Source: an optimization exercise on an open RTL-to-GDS flow (aim: small area, a short achievable clock period and few clock cycles per item). Production flows keep margins and buffers that such runs may drop.
The RTL was checked by simulation tests, not by an equivalence proof against the original design.

==> inputs of amber <==
Design pm32, start of the top module:
module pm32 (
    input  logic          clk,
    input  logic          rst,
    input  logic          start,
    input  logic [31:0]   mc,
    input  logic [31:0]   mp,
    output logic [63:0]   p,
    output logic          done,
    input  logic          op  
);
==> module pm32, before the edit <==
module pm32 (
    input  logic          clk,
    input  logic          rst,
    input  logic          start,
    input  logic [31:0]   mc,
    input  logic [31:0]   mp,
    output logic [63:0]   p,
    output logic          done,
    input  logic          op  
);
    always_ff @(posedge clk or posedge rst) begin
        if (rst)
            done <= 1'b0;
        else if (start)
            done <= 1'b1;
    end
    logic signed [31:0] a, b;
    logic signed [63:0] prod;
    assign a = mc;
    assign b = mp;
    assign prod = a * b;
    always_ff @(posedge clk) begin
        if (start)
            p <= prod;
    end
endmodule
Settings: LEC_CHECK=0, CAP_MARGIN=20, CORE_MARGIN=2, CORE_UTILIZATION=40, SLEW_MARGIN=20; clock period 5.0 ns.
run.sh (not shown) runs the stock make flow with config.mk's settings and CLKGATE_MAP_FILE= SYNTH_SCRIPT=/design/flow/synth_recipe.tcl, a recipe that flattens the netlist after the stock synthesis.
==> inputs of delta, as changes to amber <==
==> flow/design.v (replaced) <==
`timescale    1ns/1ps
`default_nettype    none
module spm #(parameter SIZE = 32)(
    input  logic              clk,
    input  logic              rst,
    input  logic              clr,
    input  logic              y,
    input  logic [SIZE-1:0]   x,
    output logic              p
);
    logic [SIZE-1:1]     pp;
    logic [SIZE-1:0]     xy;
    genvar i;
    CSADD csa0 (.clk(clk), .rst(rst), .clr(clr), .x(x[0]&y), .y(pp[1]), .sum(p));
    generate
        for(i=1; i<SIZE-1; i++) begin : gen_csa
            CSADD csa (.clk(clk), .rst(rst), .clr(clr), .x(x[i]&y), .y(pp[i+1]), .sum(pp[i]));
        end
    endgenerate
    TCMP tcmp (.clk(clk), .rst(rst), .clr(clr), .a(x[SIZE-1]&y), .s(pp[SIZE-1]));
endmodule
module CSADD(
    input  logic  clk,
    input  logic  rst,
    input  logic  clr,
    input  logic  x,
    input  logic  y,
    output logic  sum
);
    logic sc;
    logic hsum1, hco1;
    assign hsum1 = y ^ sc;
    assign hco1 = y & sc;
    logic hsum2, hco2;
    assign hsum2 = x ^ hsum1;
    assign hco2 = x & hsum1;
    always_ff @(posedge clk or posedge rst) begin
        if (rst) begin
            sum <= 1'b0;
            sc <= 1'b0;
        end
        else if (clr) begin
            sum <= 1'b0;
            sc <= 1'b0;
        end
        else begin
            sum <= hsum2;
            sc <= hco1 ^ hco2;
        end
    end
endmodule
module TCMP (
    input  logic  clk,
    input  logic  rst,
    input  logic  clr,
    input  logic  a,
    output logic  s
);
    logic z;
    always_ff @(posedge clk or posedge rst) begin
        if (rst) begin
            s <= 1'b0;
            z <= 1'b0;
        end
        else if (clr) begin
            s <= 1'b0;
            z <= 1'b0;
        end
        else begin
            z <= a | z;
            s <= a ^ z;
        end
    end
endmodule
`timescale    1ns/1ps
`default_nettype    none
/*verilator lint_off TIMESCALEMOD*/
module pm32 (
    input  logic          clk,
    input  logic          rst,
    input  logic          start,
    input  logic [31:0]   mc,
    input  logic [31:0]   mp,
    output logic [63:0]   p,
    output logic          done,
    input  logic          op  
);
    logic        pw;
    logic [31:0] Y;
    logic [7:0]  cnt, ncnt;
    logic [1:0]  state, nstate;
    typedef enum logic [1:0] {
        IDLE    = 2'b00,
        RUNNING = 2'b01,
        DONE    = 2'b10
    } state_t;
    always_ff @(posedge clk or posedge rst) begin
        if(rst)
            state <= IDLE;
        else
            state <= nstate;
    end
    always_comb begin
        case(state)
            IDLE    : nstate = start ? RUNNING : IDLE;
            RUNNING : nstate = (cnt == 64) ? DONE : RUNNING;
            DONE    : nstate = start ? RUNNING : DONE;
            default : nstate = IDLE;
        endcase
    end
    always_ff @(posedge clk or posedge rst) begin
        if(rst)
            cnt <= '0;
        else
            cnt <= ncnt;
    end
    always_comb begin
        case(state)
            IDLE    : ncnt = '0;
            RUNNING : ncnt = cnt + 1'b1;
            DONE    : ncnt = '0;
            default : ncnt = '0;
        endcase
    end
    always_ff @(posedge clk or posedge rst) begin
        if(rst)
            Y <= '0;
        else if(start)
            Y <= mp;
        else if(state == RUNNING)
            Y <= {Y[31], Y[31:1]};
    end
    always_ff @(posedge clk or posedge rst) begin
        if(rst)
            p <= '0;
        else if(start)
            p <= '0;
        else if(state == RUNNING)
            p <= {pw, p[63:1]};
    end
    logic y;
    assign y = (state == RUNNING) ? Y[0] : 1'b0;
    spm #(.SIZE(32)) spm32(
        .clk(clk),
        .rst(rst),
        .clr(start),
        .x(mc),
        .y(y),
        .p(pw)
    );
    assign done = (state == DONE);
endmodule
==> notes <==
delta finished clean. amber finished but fails on negative setup slack. In delta the sequential share of layout area is higher than in amber, by 42 points. Of delta and amber, delta has the higher clock skew (gap 0.0084 ns). In delta the first-iteration DRC count is smaller than in amber, by about 90%. In maximum frequency, delta is at 3.0 times the value of amber. Against delta, the hold slack of amber is worse by 0.027 ns. The wire length of amber is 8.6 times that of delta. The synthesized area of amber is 5.2 times that of delta. Against delta, the critical path depth of amber is higher by 26. The synthesized cell count of amber is 5.9 times that of delta.
Testbench counts of amber, summed over its fixed seeds: cycles 1,600, items 1,600.
Testbench counts of delta, summed over its fixed seeds: cycles 105,600, items 1,600.

-- static timing again, ports no longer ideal --
How much do the figures lean on ideal ports? The routed layouts below were timed once more, with nothing changed but the port constraints.
Step 1 (the two cells are an assumption about what drives the block):
set clk [get_ports {clk}]
set_driving_cell -lib_cell sky130_fd_sc_hd__clkbuf_16 $clk
set_driving_cell -lib_cell sky130_fd_sc_hd__buf_2 [delete_from_list [all_inputs] $clk]
Step 2, shift: input delay + t, output delay - t, t = (earliest + latest rising clock arrival at the registers) / 2. This alone moves slack from input paths to output paths.
Three values: ideal ports, drivers, drivers and shift; two values: the first two.
run	t (ns)	setup slack, ns	worst register clock-pin slew, ns
amber	0.413	-2.730 / -2.733 / -3.146	0.06 / 0.06
delta	0.453	2.392 / 2.351 / 2.326	0.07 / 0.07
For amber, which loses most, drivers alone change the setup slack by -0.003 ns; drivers and shift together by -0.416 ns.
